Context: an optimization exercise on an open-source flow, tuned for small area and a short achievable clock period. The choices shown serve that exercise and are no tape-out recipe.
Function was checked by simulation only, so behaviour that the tests miss may differ from the original.

Setup of R:
==> flow/design.v <==
module fiveBitToAsciiDecoder(
	input [4:0] data,
	output [5:0] code
	);
	reg [4:0] lo;
	wire letter = (data < 5'd26);
	always @(*) begin
		case (data)
			5'd26: lo = 5'h00;
			5'd27: lo = 5'h0c;
			5'd28: lo = 5'h0e;
			5'd29: lo = 5'h01;
			5'd30: lo = 5'h0d;
			5'd31: lo = 5'h1f;
			default: lo = data + 5'd1;
		endcase
	end
	assign code = {letter, lo};
endmodule
module asciiToFiveBitDecoder(
	input [5:0] code,
	output reg [4:0] data
	);
	always @(*) begin
		if (code[5])
			data = code[4:0] - 5'd1;
		else
			case (code[4:0])
				5'h0c: data = 5'd27;
				5'h0e: data = 5'd28;
				5'h01: data = 5'd29;
				5'h0d: data = 5'd30;
				5'h1f: data = 5'd31;
				default: data = 5'd26;
			endcase
	end
endmodule
module charOfCode(
	input [5:0] code,
	input mode,
	output [7:0] char
	);
	assign char = {1'b0, code[5], ~code[5] | ~mode, code[4:0]};
endmodule
module random_generator(
	input  rst,
	input  clk,
	input  ena,
	output [29:0] lfsr_next
);
	reg  [29:0] lfsr_reg;
	wire        feedback;
	always @(posedge clk or posedge rst) begin
		if (rst)
			lfsr_reg <= 30'b1000000000;
		else if (ena)
			lfsr_reg <= lfsr_next;
	end
	assign feedback = lfsr_reg[29] ^ lfsr_reg[28] ^ lfsr_reg[25] ^ lfsr_reg[24];
	assign lfsr_next = {lfsr_reg[28:0], feedback};
endmodule
module pfxAdd #(parameter W = 32, parameter ARCH = 1)(
	input [W-1:0] a,
	input [W-1:0] b,
	input ci,
	output [W-1:0] s
);
	generate
	if (ARCH == 0) begin : beh
		assign s = a + b + ci;
	end else begin : pfx
	reg [W-1:0] g, p, g2, p2, c;
	integer l, i, j;
	always @(*) begin
		g = a & b;
		p = a ^ b;
		g[0] = g[0] | (p[0] & ci);
		if (ARCH == 1) begin
			for (l = 0; (1 << l) < W; l = l + 1)
				for (i = (2 << l) - 1; i < W; i = i + (2 << l)) begin
					g[i] = g[i] | (p[i] & g[i - (1 << l)]);
					p[i] = p[i] & p[i - (1 << l)];
				end
			for (l = 5; l >= 0; l = l - 1)
				if ((2 << l) < W)
					for (i = 3 * (1 << l) - 1; i < W; i = i + (2 << l)) begin
						g[i] = g[i] | (p[i] & g[i - (1 << l)]);
						p[i] = p[i] & p[i - (1 << l)];
					end
		end else if (ARCH == 2) begin
			for (i = 1; i < W; i = i + 1) begin
				g[i] = g[i] | (p[i] & g[i - 1]);
				p[i] = p[i] & p[i - 1];
			end
		end else if (ARCH == 3) begin
			for (l = 0; (1 << l) < W; l = l + 1)
				for (i = 0; i < W; i = i + 1)
					if ((i >> l) & 1) begin
						j = ((i >> l) << l) - 1;
						g[i] = g[i] | (p[i] & g[j]);
						p[i] = p[i] & p[j];
					end
		end else if (ARCH == 4) begin
			for (i = 1; i < W; i = i + 2) begin
				g[i] = g[i] | (p[i] & g[i - 1]);
				p[i] = p[i] & p[i - 1];
			end
			for (l = 1; (1 << l) < W; l = l + 1) begin
				g2 = g; p2 = p;
				for (i = 1; i < W; i = i + 2)
					if (i >= (1 << l) + 1) begin
						g2[i] = g[i] | (p[i] & g[i - (1 << l)]);
						p2[i] = p[i] & p[i - (1 << l)];
					end
				g = g2; p = p2;
			end
			for (i = 2; i < W; i = i + 2) begin
				g[i] = g[i] | (p[i] & g[i - 1]);
				p[i] = p[i] & p[i - 1];
			end
		end else begin
			for (l = 0; (1 << l) < W; l = l + 1) begin
				g2 = g; p2 = p;
				for (i = 0; i < W; i = i + 1)
					if (i >= (1 << l)) begin
						g2[i] = g[i] | (p[i] & g[i - (1 << l)]);
						p2[i] = p[i] & p[i - (1 << l)];
					end
				g = g2; p = p2;
			end
		end
		c = {g[W-2:0], ci};
	end
	assign s = a ^ b ^ c;
	end
	endgenerate
endmodule
module teaHalfRound(
	input  [31:0] u,
	input  [31:0] v,
	input  [31:0] ka,
	input  [31:0] kb,
	input  [31:0] sum,
	output [31:0] f,
	output [31:0] vOut
);
	localparam ARCH_K = 1, ARCH_S = 3;
	wire [31:0] a, b, c;
	pfxAdd #(.W(28), .ARCH(ARCH_K)) ra(.a(u[27:0]), .b(ka[31:4]), .ci(1'b0), .s(a[31:4]));
	assign a[3:0] = ka[3:0];
	pfxAdd #(.W(32), .ARCH(ARCH_K)) rb(.a(u), .b(sum), .ci(1'b0), .s(b));
	pfxAdd #(.W(32), .ARCH(ARCH_K)) rc(.a({5'b00000, u[31:5]}), .b(kb), .ci(1'b0), .s(c));
	assign f = a ^ b ^ c;
	pfxAdd #(.W(32), .ARCH(ARCH_S)) rs(.a(v), .b(~f), .ci(1'b1), .s(vOut));
endmodule
module teaFixedKey(
	input mode,
	output [31:0] k0,
	output [31:0] k1
);
	assign k0 = mode ? 32'h48554c4b : 32'h48756c6b;
	assign k1 = mode ? 32'h20495320 : 32'h20697320;
endmodule
module teaLfsrKey(
	input mode,
	input [35:0] codes,
	output [31:0] k2,
	output [31:0] k3
);
	wire [7:0] c0, c1, c2, c3, c4, c5;
	charOfCode d0(.code(codes[5:0]),   .mode(mode), .char(c0));
	charOfCode d1(.code(codes[11:6]),  .mode(mode), .char(c1));
	charOfCode d2(.code(codes[17:12]), .mode(mode), .char(c2));
	charOfCode d3(.code(codes[23:18]), .mode(mode), .char(c3));
	charOfCode d4(.code(codes[29:24]), .mode(mode), .char(c4));
	charOfCode d5(.code(codes[35:30]), .mode(mode), .char(c5));
	assign k2 = {(mode ? 16'h5448 : 16'h7468), c5, c4};
	assign k3 = {c3, c2, c1, c0};
endmodule
module singleTeaBlock #(
	parameter [31:0] SUM_A = 32'hc6ef3720,
	parameter [31:0] SUM_B = 32'h28b7bd67,
	parameter LAST = 0
)(
	input clk,
	input [36:0] inLfsrState,
	input [63:0] inData,
	output reg [63:0] outData,
	output reg [36:0] outLfsrState
);
	wire [31:0] k0, k1, k2, k3, f0, f1, v0n, v1n;
	teaFixedKey fk(.mode(inLfsrState[36]), .k0(k0), .k1(k1));
	teaLfsrKey lk(.mode(inLfsrState[36]), .codes(inLfsrState[35:0]), .k2(k2), .k3(k3));
	teaHalfRound h0(.u(inData[31:0]), .v(inData[63:32]), .ka(k0), .kb(k1), .sum(SUM_A), .f(f0), .vOut(v0n));
	teaHalfRound h1(.u(v0n), .v(inData[31:0]), .ka(k2), .kb(k3), .sum(SUM_B), .f(f1), .vOut(v1n));
	always @(posedge clk) begin
		outData <= {(LAST ? v0n - 32'h25504446 : v0n), v1n};
		outLfsrState <= inLfsrState;
	end
endmodule
module pdfCheckerFsm(
	input rst,
	input clk,
	input ena,
	input match,
	output rdy
);
	reg state_reg;
	always @(posedge clk or posedge rst) begin
		if (rst)
			state_reg <= 1'b0;
		else if (ena)
			state_reg <= rdy;
	end
	assign rdy = ~state_reg & match;
endmodule
module hulkFinder(
	input clk,
	input ena,
	input rst,
	input mode,
	input [31:0] dataA, dataB,
	output [31:0] result,
	output rdy
	);
	localparam [31:0] DELTA = 32'h9e3779b9;
	localparam [31:0] SUM1  = 32'hc6ef3720;
	wire [29:0] lfsr;
	wire [63:0] data [0:32];
	wire [36:0] lfsrState [0:32];
	random_generator gen0(
		.rst(rst),
		.clk(clk),
		.ena(ena),
		.lfsr_next(lfsr)
	);
	wire [31:0] k2in, k3in, f1in, v1in;
	reg  [63:0] data1;
	reg  [36:0] lfsrState1;
	wire [35:0] codesIn;
	genvar i;
	generate
		for (i = 0; i < 6; i = i + 1) begin : enc
			fiveBitToAsciiDecoder dec(.data(lfsr[5 * i +: 5]), .code(codesIn[6 * i +: 6]));
		end
	endgenerate
	teaLfsrKey lk0(.mode(mode), .codes(codesIn), .k2(k2in), .k3(k3in));
	teaHalfRound h0(.u(dataA), .v(dataB), .ka(k2in), .kb(k3in), .sum(SUM1), .f(f1in), .vOut(v1in));
	always @(posedge clk) begin
		data1 <= {dataA, v1in};
		lfsrState1 <= {mode, codesIn};
	end
	assign data[1] = data1;
	assign lfsrState[1] = lfsrState1;
	generate
		for (i = 1; i <= 31; i = i + 1) begin : stage
			singleTeaBlock #(
				.SUM_A(SUM1 - (i - 1) * DELTA),
				.SUM_B(SUM1 - i * DELTA),
				.LAST(i == 31)
			) tea (
				.clk(clk),
				.inLfsrState(lfsrState[i]),
				.inData(data[i]),
				.outData(data[i + 1]),
				.outLfsrState(lfsrState[i + 1])
			);
		end
	endgenerate
	wire [31:0] k0out, k1out, f0out, v0unused;
	teaFixedKey fk0(.mode(lfsrState[32][36]), .k0(k0out), .k1(k1out));
	teaHalfRound h63(.u(data[32][31:0]), .v(data[32][63:32]), .ka(k0out), .kb(k1out),
		.sum(SUM1 - 31 * DELTA), .f(f0out), .vOut(v0unused));
	wire match = (f0out == data[32][63:32]) && (data[32][31:8] == 24'h2d312e);
	pdfCheckerFsm fsm0(
		.rst(rst),
		.clk(clk),
		.ena(ena),
		.match(match),
		.rdy(rdy)
	);
	wire [29:0] lfsrOut;
	generate
		for (i = 0; i < 6; i = i + 1) begin : dec
			asciiToFiveBitDecoder dec(.code(lfsrState[32][6 * i +: 6]), .data(lfsrOut[5 * i +: 5]));
		end
	endgenerate
	assign result = {1'b0, lfsrState[32][36], lfsrOut};
endmodule
Settings: LEC_CHECK=0, CAP_MARGIN=20, CORE_MARGIN=2, CORE_UTILIZATION=55, PLACE_DENSITY=0.65, SETUP_SLACK_MARGIN=2.0, SLEW_MARGIN=20; clock period 11.0 ns.
run.sh (not shown) runs the stock make flow with config.mk's settings and CLKGATE_MAP_FILE= SYNTH_SCRIPT=/design/flow/synth_recipe.tcl, a recipe that flattens the netlist after the stock synthesis.
Here is what was changed in the inputs of P compared with R.
diff --git a/flow/design.v b/flow/design.v
--- a/flow/design.v
+++ b/flow/design.v
@@ -144,7 +144,7 @@
 	output [31:0] f,
 	output [31:0] vOut
 );
-	localparam ARCH_K = 1, ARCH_S = 3;
+	localparam ARCH_K = 5, ARCH_S = 3;
 	wire [31:0] a, b, c;
 	pfxAdd #(.W(28), .ARCH(ARCH_K)) ra(.a(u[27:0]), .b(ka[31:4]), .ci(1'b0), .s(a[31:4]));
 	assign a[3:0] = ka[3:0];
==> run notes <==
- Clock tree buffer count of the final layout in P is 16 lower than in R
- Re number of buffers outside the clock class in the layout: R was higher than P.
- Final non-filler cell area up about 1.2% in P wrt R
- Diff R..P | clock latency at the later pin of the worst-skew pair | negligible
- From R to P the numbers moved as follows: deepest level of the CTS H-tree now sits at about the same level, worst setup slack now sits higher.
- Area overhead of the layout relative to synthesis, R and P: larger value in R
- Route | P vs R | wire longer in P
- | adder and majority gate portion of the synthesized area | P vs R | 12 points lower |
- Going from R to P, the count of fill cells added during filler insertion was found to have gone up by 4,267.
- Run comparison: P capture point of the worst path stage[17].tea.outData[31]; R capture point of the worst path stage[24].tea.outData[31]

## separate check: timing with driven ports
The flow's constraints put no driver on any port. The routed layouts listed below were extracted and timed again, unchanged, in two steps.
Step 1 (the two cells are an assumption about what drives the block):
set clk [get_ports {clk}]
set_driving_cell -lib_cell sky130_fd_sc_hd__clkbuf_16 $clk
set_driving_cell -lib_cell sky130_fd_sc_hd__buf_2 [delete_from_list [all_inputs] $clk]
Step 2, shift: input delay + t, output delay - t, t = (earliest + latest rising clock arrival at the registers) / 2. This alone moves slack from input paths to output paths.
Slacks: ideal ports / drivers / drivers and shift; pairs: ideal ports / drivers.
run | shift t [ns] | setup slack, ns | worst hold slack (ns) | clock arrival spread, ns | worst data-port slew with drivers (ns)
R | 1.144 | 2.178 / 2.178 / 2.172 | 0.351 / 0.351 / 0.351 | 0.066 / 0.067 | 0.04
P | 1.141 | 2.185 / 2.185 / 2.048 | 0.351 / 0.351 / 0.351 | 0.061 / 0.061 | 0.04
After both steps setup and hold are still met in every run listed. For P, which loses most, drivers alone change the setup slack by 0.000 ns; drivers and shift together by -0.137 ns.
